Source: an optimization exercise on an open RTL-to-GDS flow (aim: small area). Production flows keep margins and buffers that such runs may drop. Only simulation tests tie the RTL to the original design; equivalence was not proved. The flow treats the clock pin as an ideal source. Dropping or thinning the clock tree relies on that and would not hold on a real chip.

## JK
Design TWireSerIntrfc, start of the top module:
module TWireSerIntrfc #(
  parameter I2CCLK = 100,  
  parameter SYSCLK = 100,  
  parameter [7:0] SLAVE_RD_ADDR = 8'h21,  
  parameter [7:0] SLAVE_WR_ADDR = 8'h20   
)
(
  input         clk,
  input         async_rst,
  input         sync_rst,
  input         rw,
  input         valid_in,
  input  [15:0] reg_addr,
  input  [15:0] data_in,
  output        valid_out,
  output [15:0] data_out,
  output        busy,
  output        error,
  input         SDA_I,
  output        SDA_O,
  output        SDA_T,
  output        SCL
);
  localparam [7:0] LMASK = 8'b10010000;
  localparam [7:0] LJ    = 8'b00011111;    
  localparam [7:0] LR    = 8'b10011111;    
  localparam [7:0] MJT   = 8'b11011111;    
  localparam [7:0] LP    = 8'b10001111;    
  localparam [7:0] MP    = 8'b10111111;    
  localparam [7:0] LF    = 8'b11110111;    
  localparam [7:0] MF    = 8'b01110111;
  localparam [7:0] LV    = 8'b11011101;    
  localparam [7:0] MV    = 8'b11111101;
  localparam [4:0]
    WAIT   = 5'd3,    
    WAIT_E = 5'd1,    
    INIT_W = 5'd4,
    INIT_E = 5'd2,    
    SWS    = 5'd5,    
    SWA    = 5'd6,    
    RWAA   = 5'd7,
    SHRA   = 5'd8,
    RHRAA  = 5'd9,
    SLRA   = 5'd10,
    RLRAA  = 5'd11,
    SHD    = 5'd12,
    RHDA   = 5'd13,
    SLD    = 5'd14,
    RLDA   = 5'd15,
    STOP   = 5'd16,
    ERR    = 5'd0,
    INIT_R = 5'd18,
    SRS    = 5'd19,
    SRA    = 5'd20,
    RRAA   = 5'd21,
    RHD    = 5'd22,
    SHDA   = 5'd23,
    RLD    = 5'd24,
    SLDN   = 5'd25;
  reg [7:0]    tq, dq;    
  wire [7:0]   tick = tq ^ LR;
  wire [7:0]   dly  = dq ^ LP;
  reg          sclk_sync, ivi, sclk, busy1;
  reg [4:0]    st, nst;
  reg [2:0]    bq;        
  wire [2:0]   bc = ~bq;
  reg [15:0]   par;
  wire tj   = (tick & MJT) == (LJ & MJT);
  wire dj   = (dly & MJT) == (LJ & MJT);    
  wire dp   = (dly & MP) == (LP & MP);
  wire fe   = (tick & MF) == (LF & MF);
  wire re   = tj;
  wire idle = (st == WAIT) | (st == WAIT_E);
  wire sen  = ~(idle | (st == INIT_W) | (st == INIT_E));
  wire last = (bc == 3'd0) & ~sclk;
  wire ack  = par[0];
  ...
export LEC_CHECK = 0
export ABC_AREA = 1
export CAP_MARGIN = 20
export CORE_MARGIN = 2
export CORE_UTILIZATION = 80
export SLEW_MARGIN = 20
create_clock -name core_clock -period 10.0 [get_ports {clk}]
standard.sh (not shown) runs the stock make flow with config.mk's settings and CLKGATE_MAP_FILE= SYNTH_SCRIPT=/design/flow/synth_recipe.tcl, a recipe that flattens the netlist after the stock synthesis.
==> flow/flow/run.sh <==
#!/bin/bash
# The standard layout (standard.sh) with these changes:
#  - synthesis maps the logic with an area-oriented ABC script (flow/abc_area.script,
#    used through a copy of ORFS's scripts folder; registers are left as they are);
#  - combinational cells get their smallest drive strength after floorplan
#    (flow/downsize.tcl); later repair steps size up where needed;
#  - the port buffers use the smallest buffer cell;
#  - the clock tree uses the CTS arguments in flow/cts_args.
set -euo pipefail
rm -rf scripts_abc
cp -r "$FLOW_HOME/scripts" scripts_abc
cp flow/abc_area.script scripts_abc/abc_area.script
SCRIPTS_DIR="$PWD/scripts_abc" bash standard.sh synth > standard_synth.log 2>&1
export BUFFER_PORTS_ARGS="-buffer_cell sky130_fd_sc_hd__buf_1"
export CTS_ARGS="$(cat flow/cts_args)"
bash standard.sh floorplan > standard_floorplan.log 2>&1
ODB="orfs/results/${FLOW_PLATFORM}/TWireSerIntrfc/base/2_floorplan.odb" openroad -no_init -exit flow/downsize.tcl > downsize.log 2>&1
bash standard.sh > standard_finish.log 2>&1
==> flow/flow/abc_area.script <==
strash
dch -f
map -a
mfs2
strash
dch -f
map -a
mfs2
map -a
topo
==> flow/flow/cts_args <==
-sink_clustering_enable -repair_clock_nets -buf_list sky130_fd_sc_hd__clkbuf_4 -dont_use_dummy_load
==> flow/flow/downsize.tcl <==
# Give every combinational cell of the synthesized netlist the smallest drive
# strength of its cell family; later repair steps size up where needed.
read_db $::env(ODB)
set block [ord::get_db_block]
set db [ord::get_db]
set saved 0.0
set n 0
foreach inst [$block getInsts] {
  set m [$inst getMaster]
  set name [$m getName]
  if {![regexp {^(sky130_fd_sc_hd__([a-z0-9]+))_([0-9]+)$} $name -> base fam drive]} { continue }
  if {[regexp {^(e?df|sdf|dl|lpflow|probe|tap|fill|decap|conb|diode)} $fam]} { continue }
  set best $m
  set barea [expr {[$m getWidth] * [$m getHeight]}]
  foreach d {0 1 2} {
    set c [$db findMaster "${base}_$d"]
    if {$c eq "NULL" || $c eq ""} { continue }
    set a [expr {[$c getWidth] * [$c getHeight]}]
    if {$a < $barea} { set best $c; set barea $a }
  }
  if {$best ne $m} {
    set old [expr {[$m getWidth] * [$m getHeight]}]
    if {[$inst swapMaster $best]} {
      set saved [expr {$saved + ($old - $barea) / 1e6}]
      incr n
      puts "[$inst getName]: $name -> [$best getName]"
    }
  }
}
puts "downsized $n cells, [format %.2f $saved] um2"
write_db $::env(ODB)
JK did not finish: a tool error stopped it during 3_3_place_gp.
--- input diff JK..MS ---
# JK
export LEC_CHECK = 0
export ABC_AREA = 1
export CAP_MARGIN = 20
export CORE_MARGIN = 2
export CORE_UTILIZATION = 80
export SLEW_MARGIN = 20
create_clock -name core_clock -period 10.0 [get_ports {clk}]
# MS
export LEC_CHECK = 0
export ABC_AREA = 1
export CAP_MARGIN = 20
export CORE_MARGIN = 2
export CORE_UTILIZATION = 40
export GPL_TIMING_DRIVEN = 0
export SLEW_MARGIN = 20
create_clock -name core_clock -period 10.0 [get_ports {clk}]
--- a/flow/flow/run.sh
+++ b/flow/flow/run.sh
@@ -8 +8,2 @@
-#  - the clock tree uses the CTS arguments in flow/cts_args.
+#  - CTS runs with the arguments in flow/cts_args; its tree is then collapsed
+#    into the root buffer, which drives all register clock pins (flow/clock_merge.tcl).
@@ -15,0 +17 @@
+export POST_CTS_TCL="$PWD/flow/clock_merge.tcl"
==> flow/flow/clock_merge.tcl (new file) <==
# POST_CTS hook: replace the two-level clock tree that CTS built (a root buffer
# driving four leaf buffers) by two buffers fed straight from the clock port:
# the leaves are paired by position, each pair's registers move to one buffer
# of the pair, which becomes a buf_12, and the other buffer and the root are
# removed.
set block [ord::get_db_block]
set root [$block findInst clkbuf_0_clk]
if {$root eq "NULL" || $root eq ""} { error "clock_merge: no root clock buffer" }
set clknet [[$root findITerm A] getNet]
set rootnet [[$root findITerm X] getNet]
set leaves {}
foreach inst [$block getInsts] {
  if {$inst eq $root} { continue }
  if {[string match "clkbuf_*" [$inst getName]]} {
    if {[[$inst findITerm A] getNet] ne $rootnet} { error "clock_merge: unexpected tree" }
    lappend leaves [list [lindex [$inst getLocation] 0] $inst]
  }
}
if {[llength $leaves] != 4} { error "clock_merge: expected 4 leaf buffers" }
set leaves [lsort -integer -index 0 $leaves]
foreach {a b} $leaves {
  set keep [lindex $a 1]
  set drop [lindex $b 1]
  set keepnet [[$keep findITerm X] getNet]
  set dropnet [[$drop findITerm X] getNet]
  set sinks {}
  foreach it [$dropnet getITerms] {
    if {[$it getInst] ne $drop} { lappend sinks $it }
  }
  foreach it $sinks { $it disconnect; $it connect $keepnet }
  odb::dbInst_destroy $drop
  odb::dbNet_destroy $dropnet
  [$keep findITerm A] disconnect
  [$keep findITerm A] connect $clknet
  if {![$keep swapMaster [[ord::get_db] findMaster sky130_fd_sc_hd__buf_12]]} { error "clock_merge: swap failed" }
  puts "clock_merge: [$keep getName] drives [expr {[llength [$keepnet getITerms]] - 1}] pins"
}
odb::dbInst_destroy $root
odb::dbNet_destroy $rootnet
estimate_parasitics -placement
report_check_types -max_slew -violators
report_checks -path_delay min -format end -group_path_count 3
report_checks -path_delay max -format end -group_path_count 3
==> flow/flow/cts_args <==
-sink_clustering_enable -repair_clock_nets -buf_list sky130_fd_sc_hd__clkbuf_16 -dont_use_dummy_load
[summary]
MS finished end to end and its layout was clean on timing, DRC and antenna. Count of distinct cell types in the synthesized netlist: MS vs JK identical. Relative to JK, the vertical die dimension measured on MS has increased by more than a quarter. Going from JK to MS, post-synthesis net count barely changed; x dimension of the die now larger.
Setup changes, MS to AL
# MS
export LEC_CHECK = 0
export ABC_AREA = 1
export CAP_MARGIN = 20
export CORE_MARGIN = 2
export CORE_UTILIZATION = 40
export GPL_TIMING_DRIVEN = 0
export SLEW_MARGIN = 20
create_clock -name core_clock -period 10.0 [get_ports {clk}]
# AL
export LEC_CHECK = 0
export ABC_AREA = 1
export CAP_MARGIN = 20
export CORE_MARGIN = 2
export CORE_UTILIZATION = 40
export SLEW_MARGIN = 20
create_clock -name core_clock -period 10.0 [get_ports {clk}]
--- a/flow/flow/clock_merge.tcl
+++ b/flow/flow/clock_merge.tcl
@@ -4,2 +4 @@
-# of the pair, which becomes a buf_12, and the other buffer and the root are
-# removed.
+# of the pair, and the other buffer and the root are removed.
@@ -35 +33,0 @@
-  if {![$keep swapMaster [[ord::get_db] findMaster sky130_fd_sc_hd__buf_12]]} { error "clock_merge: swap failed" }
==> comparison <==
From AL to MS, flip-flop and latch count did not move at all.
AL — design area about 0.6% higher, MS as reference
Between MS and AL, the met3 usage figures differ only marginally.
AL: final clock period utilization by the worst path is 0.23 points lower than what MS reported.
Changes observed in AL relative to MS: wire length of the first global-routing pass went up by 240 um, all-layer global routing usage increased by 0.66 points relative to the old numbers, non-clock buffering overhead in the final layout went up by 0.18 points, met1 wire length decreased 1.7%.
MS ended up with met3 as its uppermost signal routing layer after detailed routing; AL ended up with met4.

afterwards: timing with drivers on the ports:
The results above use ideal ports. As a check the final layouts listed here were re-extracted and re-timed, cells and wires unchanged. Step 1 (the two cells are an assumption about what drives the block):
set clk [get_ports {clk}]
set_driving_cell -lib_cell sky130_fd_sc_hd__clkbuf_16 $clk
set_driving_cell -lib_cell sky130_fd_sc_hd__buf_2 [delete_from_list [all_inputs] $clk]
Step 2 adds t to the input delays and takes it off the output delays; t is the mean of the earliest and latest rising clock arrival at the registers after step 1. Input paths then give back, and output paths get back, about the clock's delay inside the block. Slacks: ideal ports / drivers / drivers and shift; pairs: ideal ports / drivers.
run	t, ns	setup slack, ns	worst hold slack (ns)	latest minus earliest clock arrival (ns)	cell pins on the clock port's net
MS	0.167	4.707 / 4.663 / 4.829	0.449 / 0.449 / 0.449	0.004 / 0.003	2
AL	0.194	4.731 / 4.683 / 4.826	0.449 / 0.449 / 0.449	0.007 / 0.007	2
After both steps setup and hold are still met in every run listed.
